Source: an optimization exercise on an open RTL-to-GDS flow (aim: small area, a short achievable clock period and few clock cycles). Production flows keep margins and buffers that such runs may drop.
Only simulation tests tie the RTL to the original design; equivalence was not proved.
Power and IR drop assume default switching activity.

rev 12:
==> flow/design.v <==
module alu(
    input logic clk,
    input logic rst,
    input logic in_alu,
    input logic[31:0] operand1,
    input logic[31:0] operand2,
    input logic [5:0]operation,
    input logic[5:0]op,
    input logic [4:0]shamt,
    output logic[31:0] result,
    output logic out_alu
);
localparam logic [1:0] ST_IDLE = 2'd0, ST_MUL = 2'd1, ST_DINIT = 2'd2, ST_DIV = 2'd3;
logic [1:0]  st;
logic [4:0]  cnt;
logic [31:0] rem;      
logic [4:0]  bdr;      
logic        swp;      
wire [31:0] A = operand1;
wire [31:0] B = operand2;
wire [3:0]  oc = operation[3:0];
wire op_add = (oc == 4'd13);
wire op_sub = (oc == 4'd1);
wire op_lt  = (oc == 4'd4);
wire op_gt  = (oc == 4'd5);
wire op_eq  = (oc == 4'd6);
wire op_sll = (oc == 4'd2);
wire op_srl = (oc == 4'd3);
wire op_sra = (oc == 4'd7);
wire op_rol = (oc == 4'd8) | (oc == 4'd10);
wire op_ror = (oc == 4'd9);
wire op_mul = (oc == 4'd11);
wire op_div = (oc == 4'd12);
wire op_cmp = op_lt | op_gt | op_eq;
wire idle    = (st == ST_IDLE);
wire s_mul   = (st == ST_MUL);
wire s_dinit = (st == ST_DINIT);
wire s_div   = (st == ST_DIV);
function automatic [7:0] sign_groups(input [31:0] x);
    logic z, o;
    z = ~x[31];
    o = x[31];
    sign_groups[7] = 1'b1;
    for (int g = 6; g >= 0; g--) begin
        z = z & ~(|x[4*g+3 +: 4]);
        o = o & (&x[4*g+3 +: 4]);
        sign_groups[g] = z | o;
    end
endfunction
function automatic [4:0] group_bits(input [31:0] x, input [2:0] g);
    logic [32:0] xe;
    xe = {x, 1'b0};
    group_bits = xe[{g, 2'b00} +: 5];
endfunction
function automatic [7:0] top_group(input [31:0] x, input [7:0] sgn);
    logic [32:0] xe;
    logic [4:0] b;
    logic [2:0] t;
    xe = {x, 1'b0};
    b = 5'd0;
    t = 3'd0;
    for (int g = 0; g < 8; g++)
        if (sgn[g] & ((g == 0) | ~sgn[(g == 0) ? 0 : g-1])) begin
            b = b | xe[4*g +: 5];
            t = t | g[2:0];
        end
    top_group = {t, b};
endfunction
wire [7:0] sga = sign_groups(A);
wire [7:0] sgb = sign_groups(B);
wire [7:0] tga = top_group(A, sga);
wire [7:0] tgb = top_group(B, sgb);
wire       swp_n = |(sga & ~sgb);     
wire [2:0] t0 = swp_n ? tga[7:5] : tgb[7:5];
wire [4:0] bd0 = swp_n ? tga[4:0] : tgb[4:0];
wire       mul_zero = ~(|A) | ~(|B);
wire [31:0] dsrc  = swp ? A : B;
wire [31:0] mcand = rem;
function automatic [32:0] booth_pp(input [2:0] d, input [31:0] a);
    logic one, two, neg;
    logic [31:0] m;
    one = d[1] ^ d[0];
    two = (d[2] & ~d[1] & ~d[0]) | (~d[2] & d[1] & d[0]);
    neg = d[2];
    m = one ? a : (two ? {a[30:0], 1'b0} : 32'd0);
    booth_pp = {neg, m ^ {32{neg}}};
endfunction
wire [32:0] pplo = booth_pp(bdr[2:0], mcand);
wire [32:0] pphi = booth_pp(bdr[4:2], mcand);
wire [31:0] mx = {result[27:0], 1'b0, pphi[32], 1'b0, pplo[32]};
wire [31:0] my = pplo[31:0];
wire [31:0] mz = {pphi[29:0], 2'b00};
wire [31:0] csa_s = mx ^ my ^ mz;
wire [31:0] csa_c = {(mx[30:0] & my[30:0]) | (mx[30:0] & mz[30:0]) | (my[30:0] & mz[30:0]), 1'b0};
wire do_sub = s_div ? ~rem[31] : (~s_mul & ~(oc[3] & oc[0]));
wire [31:0] ax = s_mul ? csa_s : (s_div ? {rem[30:0], result[31]} : A);
wire [31:0] by = s_mul ? csa_c : B;
wire        inv = do_sub & ~s_mul;   
wire [31:0] pt = ax ^ by;
wire [31:0] pp = pt ^ {32{inv}};
wire [31:0] gg = inv ? (ax & ~by) : (ax & by);
logic [31:0] pg [0:5];
logic [31:0] gl [0:5];
assign gl[0] = {gg[31:1], gg[0] | (pp[0] & do_sub)};
assign pg[0] = {pp[31:1], 1'b0};
genvar lv, bi;
generate for (lv = 0; lv < 5; lv++) begin : g_lv
    for (bi = 0; bi < 32; bi++) begin : g_bi
        if (((bi >> lv) & 1) == 1) begin : g_op
            localparam integer J = ((bi >> lv) << lv) - 1;
            assign gl[lv+1][bi] = gl[lv][bi] | (pg[lv][bi] & gl[lv][J]);
            assign pg[lv+1][bi] = pg[lv][bi] & pg[lv][J];
        end else begin : g_pass
            assign gl[lv+1][bi] = gl[lv][bi];
            assign pg[lv+1][bi] = pg[lv][bi];
        end
    end
end endgenerate
wire [32:0] asum = {gl[5][31], pp ^ {gl[5][30:0], do_sub}};
wire borrow = ~asum[32];             
wire eq = &pp;                       
wire lt = borrow;
wire gt = ~borrow & ~eq;
wire cmp_bit = (op_lt & lt) | (op_gt & gt) | (op_eq & eq);
wire left = s_dinit | op_sll | op_rol;
wire [4:0] samt = s_dinit ? ~cnt : shamt;
wire [4:0] n = left ? (~samt + 5'd1) : samt;
wire [63:0] rr = {A, A} >> n;
wire [31:0] rot = rr[31:0];
logic [31:0] m;
genvar gj;
generate for (gj = 0; gj < 32; gj++) begin : g_mask
    assign m[gj] = left ? (5'(gj) >= samt) : ((6'(gj) + {1'b0, samt}) <= 6'd31);
end endgenerate
wire is_rot = op_rol | op_ror;
wire [31:0] shv = is_rot ? rot : ((rot & m) | (~m & {32{op_sra & A[31]}}));
function automatic [4:0] lead_pos(input [31:0] x);
    logic [15:0] v1; logic [15:0] p1;
    logic [7:0]  v2; logic [15:0] p2;
    logic [3:0]  v3; logic [11:0] p3;
    logic [1:0]  v4; logic [7:0]  p4;
    for (int i = 0; i < 16; i++) begin
        v1[i] = x[2*i+1] | x[2*i];
        p1[i] = x[2*i+1];
    end
    for (int i = 0; i < 8; i++) begin
        v2[i] = v1[2*i+1] | v1[2*i];
        p2[2*i +: 2] = v1[2*i+1] ? {1'b1, p1[2*i+1]} : {1'b0, p1[2*i]};
    end
    for (int i = 0; i < 4; i++) begin
        v3[i] = v2[2*i+1] | v2[2*i];
        p3[3*i +: 3] = v2[2*i+1] ? {1'b1, p2[2*(2*i+1) +: 2]} : {1'b0, p2[2*(2*i) +: 2]};
    end
    for (int i = 0; i < 2; i++) begin
        v4[i] = v3[2*i+1] | v3[2*i];
        p4[4*i +: 4] = v3[2*i+1] ? {1'b1, p3[3*(2*i+1) +: 3]} : {1'b0, p3[3*(2*i) +: 3]};
    end
    lead_pos = v4[1] ? {1'b1, p4[7:4]} : {1'b0, p4[3:0]};
endfunction
wire [4:0] sdiff = lead_pos(A) - lead_pos(B);
logic [31:0] res_n;
logic        out_n;
logic [1:0]  st_n;
logic [4:0]  cnt_n;
always_comb begin
    res_n = asum[31:0];
    out_n = 1'b0;
    st_n  = st;
    cnt_n = cnt - 5'd1;
    case (st)
    ST_IDLE: begin
        out_n = 1'b1;
        if (op_cmp) res_n = {31'd0, cmp_bit};
        else if (op_mul) begin
            res_n = 32'd0;
            out_n = mul_zero;
            st_n = mul_zero ? ST_IDLE : ST_MUL;
            cnt_n = {2'b00, t0};
        end else if (op_div) begin
            res_n = {31'd0, ~lt};
            out_n = lt | (sdiff == 5'd0);
            st_n = out_n ? ST_IDLE : ST_DINIT;
            cnt_n = sdiff[4:0];
        end else if (!(op_add | op_sub)) res_n = shv;
    end
    ST_MUL: begin
        if (cnt[2:0] == 3'd0) begin
            out_n = 1'b1;
            st_n = ST_IDLE;
        end
    end
    ST_DINIT: begin
        res_n = shv;           
        cnt_n = cnt;
        st_n = ST_DIV;
    end
    default: begin
        res_n = {result[30:0], ~asum[31]};
        if (cnt == 5'd0) begin
            out_n = 1'b1;
            st_n = ST_IDLE;
        end
    end
    endcase
end
always_ff @(posedge clk) begin
    result <= res_n;
    cnt <= cnt_n;
    if (idle)         rem <= swp_n ? B : A;
    else if (s_dinit) rem <= rot & ~m;
    else if (s_div)   rem <= asum[31:0];
    bdr <= idle ? bd0 : group_bits(dsrc, cnt[2:0] - 3'd1);
    swp <= idle ? swp_n : swp;
    if (rst | ~in_alu) begin
        st <= ST_IDLE;
        out_alu <= 1'b0;
    end else begin
        st <= st_n;
        out_alu <= out_n;
    end
end
endmodule
==> flow/config.mk <==
export PLATFORM = sky130hd
export DESIGN_NAME = alu
export DESIGN_NICKNAME = alu
export VERILOG_FILES = /design/flow/design.v
export SDC_FILE = /design/flow/constraint.sdc
export NUM_CORES = 4
export LEC_CHECK = 0
export ABC_AREA = 1
export CAP_MARGIN = 20
export CORE_MARGIN = 2
export CORE_UTILIZATION = 45
export GPL_ROUTABILITY_DRIVEN = 0
export PLACE_DENSITY = 0.6
export SLEW_MARGIN = 20
==> flow/constraint.sdc <==
create_clock -name core_clock -period 11.0 [get_ports {clk}]
set_input_delay 2.2000 -clock core_clock [delete_from_list [all_inputs] [get_ports {clk}]]
set_output_delay 2.2000 -clock core_clock [all_outputs]
set_load 0.01 [all_outputs]
standard.sh (not shown) runs the stock make flow with config.mk's settings and CLKGATE_MAP_FILE= SYNTH_SCRIPT=/design/flow/synth_recipe.tcl, a recipe that flattens the netlist after the stock synthesis.
==> flow/flow/run.sh <==
#!/bin/bash
export BUFFER_PORTS_ARGS="-buffer_cell sky130_fd_sc_hd__buf_1"
export SETUP_SLACK_MARGIN=5.5
bash standard.sh > standard.log 2>&1
Testbench counts of rev 12, summed over its fixed seeds: cycles 4,436.
Relative to rev 12, the following input files were edited for rev 13:
--- a/flow/design.v
+++ b/flow/design.v
@@ -72,9 +72,8 @@
 wire [7:0] tgb = top_group(B, sgb);
 wire       swp_n = |(sga & ~sgb);     
 wire [2:0] t0 = swp_n ? tga[7:5] : tgb[7:5];
 wire [4:0] bd0 = swp_n ? tga[4:0] : tgb[4:0];
-wire       mul_zero = ~(|A) | ~(|B);
 wire [31:0] dsrc  = swp ? A : B;
 wire [31:0] mcand = rem;
 function automatic [32:0] booth_pp(input [2:0] d, input [31:0] a);
     logic one, two, neg;
@@ -91,15 +90,13 @@
 wire [31:0] my = pplo[31:0];
 wire [31:0] mz = {pphi[29:0], 2'b00};
 wire [31:0] csa_s = mx ^ my ^ mz;
 wire [31:0] csa_c = {(mx[30:0] & my[30:0]) | (mx[30:0] & mz[30:0]) | (my[30:0] & mz[30:0]), 1'b0};
-wire do_sub = s_div ? ~rem[31] : (~s_mul & ~(oc[3] & oc[0]));
+wire do_sub = s_div ? ~rem[31] : (~s_mul & ~op_add);
 wire [31:0] ax = s_mul ? csa_s : (s_div ? {rem[30:0], result[31]} : A);
-wire [31:0] by = s_mul ? csa_c : B;
-wire        inv = do_sub & ~s_mul;   
-wire [31:0] pt = ax ^ by;
-wire [31:0] pp = pt ^ {32{inv}};
-wire [31:0] gg = inv ? (ax & ~by) : (ax & by);
+wire [31:0] ay = s_mul ? csa_c : (B ^ {32{do_sub}});
+wire [31:0] pp = ax ^ ay;
+wire [31:0] gg = ax & ay;
 logic [31:0] pg [0:5];
 logic [31:0] gl [0:5];
 assign gl[0] = {gg[31:1], gg[0] | (pp[0] & do_sub)};
 assign pg[0] = {pp[31:1], 1'b0};
@@ -133,32 +130,13 @@
     assign m[gj] = left ? (5'(gj) >= samt) : ((6'(gj) + {1'b0, samt}) <= 6'd31);
 end endgenerate
 wire is_rot = op_rol | op_ror;
 wire [31:0] shv = is_rot ? rot : ((rot & m) | (~m & {32{op_sra & A[31]}}));
-function automatic [4:0] lead_pos(input [31:0] x);
-    logic [15:0] v1; logic [15:0] p1;
-    logic [7:0]  v2; logic [15:0] p2;
-    logic [3:0]  v3; logic [11:0] p3;
-    logic [1:0]  v4; logic [7:0]  p4;
-    for (int i = 0; i < 16; i++) begin
-        v1[i] = x[2*i+1] | x[2*i];
-        p1[i] = x[2*i+1];
-    end
-    for (int i = 0; i < 8; i++) begin
-        v2[i] = v1[2*i+1] | v1[2*i];
-        p2[2*i +: 2] = v1[2*i+1] ? {1'b1, p1[2*i+1]} : {1'b0, p1[2*i]};
-    end
-    for (int i = 0; i < 4; i++) begin
-        v3[i] = v2[2*i+1] | v2[2*i];
-        p3[3*i +: 3] = v2[2*i+1] ? {1'b1, p2[2*(2*i+1) +: 2]} : {1'b0, p2[2*(2*i) +: 2]};
-    end
-    for (int i = 0; i < 2; i++) begin
-        v4[i] = v3[2*i+1] | v3[2*i];
-        p4[4*i +: 4] = v3[2*i+1] ? {1'b1, p3[3*(2*i+1) +: 3]} : {1'b0, p3[3*(2*i) +: 3]};
-    end
-    lead_pos = v4[1] ? {1'b1, p4[7:4]} : {1'b0, p4[3:0]};
-endfunction
-wire [4:0] sdiff = lead_pos(A) - lead_pos(B);
+function automatic [5:0] bitlen(input [31:0] x);
+    bitlen = 6'd0;
+    for (int j = 0; j < 32; j++) if (x[j]) bitlen = j[5:0] + 6'd1;
+endfunction
+wire [5:0] sdiff = bitlen(A) - bitlen(B);
 logic [31:0] res_n;
 logic        out_n;
 logic [1:0]  st_n;
 logic [4:0]  cnt_n;
@@ -172,15 +150,15 @@
         out_n = 1'b1;
         if (op_cmp) res_n = {31'd0, cmp_bit};
         else if (op_mul) begin
             res_n = 32'd0;
-            out_n = mul_zero;
-            st_n = mul_zero ? ST_IDLE : ST_MUL;
+            out_n = 1'b0;
+            st_n = ST_MUL;
             cnt_n = {2'b00, t0};
         end else if (op_div) begin
-            res_n = {31'd0, ~lt};
-            out_n = lt | (sdiff == 5'd0);
-            st_n = out_n ? ST_IDLE : ST_DINIT;
+            res_n = 32'd0;
+            out_n = lt;
+            st_n = lt ? ST_IDLE : ST_DINIT;
             cnt_n = sdiff[4:0];
         end else if (!(op_add | op_sub)) res_n = shv;
     end
     ST_MUL: begin
Notes after the runs:
Diff rev 12..rev 13 | worst hold path cell count | unchanged. Compared with rev 12, rev 13 shows a placed instance area that is about 1.7% lower. Rev 13 completed end to end with timing, DRC and antenna clean. Of rev 13 and rev 12, the higher finished layout cell area belongs to rev 13. In the reports for rev 13 and rev 12, the smaller switching power total belongs to rev 12. Compared with rev 12, count of non-filler cells in the finished layout in rev 13 decreased by a few percent. Comparing rev 13 and rev 12, the lower final worst setup slack was measured on rev 13. On routed wire length, rev 12 loses to rev 13. Between rev 12 and rev 13, layout-stage area growth over the synthesis result increased.
Testbench counts of rev 13, summed over its fixed seeds: cycles 4,604.

[separate check: timing with driven ports]
Ports are ideal in the flow. The routed layouts listed here were re-timed in OpenROAD.
Step 1 sets driving cells, clkbuf_16 on the clock port and buf_2 on the other inputs (assumed; they add their load-dependent delay and slew).
Step 2, shift: input delay + t, output delay - t, t = (earliest + latest rising clock arrival at the registers) / 2. This alone moves slack from input paths to output paths.
Three values: ideal, step 1, step 2; two values: the first two.
run	shift t [ns]	slack for setup (ns)	hold slack, ns	worst setup path after step 2	latest minus earliest clock arrival (ns)
rev 12	0.407	5.567 / 5.595 / 5.187	0.506 / 0.506 / 0.506	input to register	0.011 / 0.011
rev 13	0.414	5.507 / 5.506 / 5.092	0.499 / 0.499 / 0.499	input to register	0.009 / 0.008
After both steps setup and hold are still met in every run listed. For rev 13, which loses most, drivers alone change the setup slack by -0.001 ns; drivers and shift together by -0.415 ns.
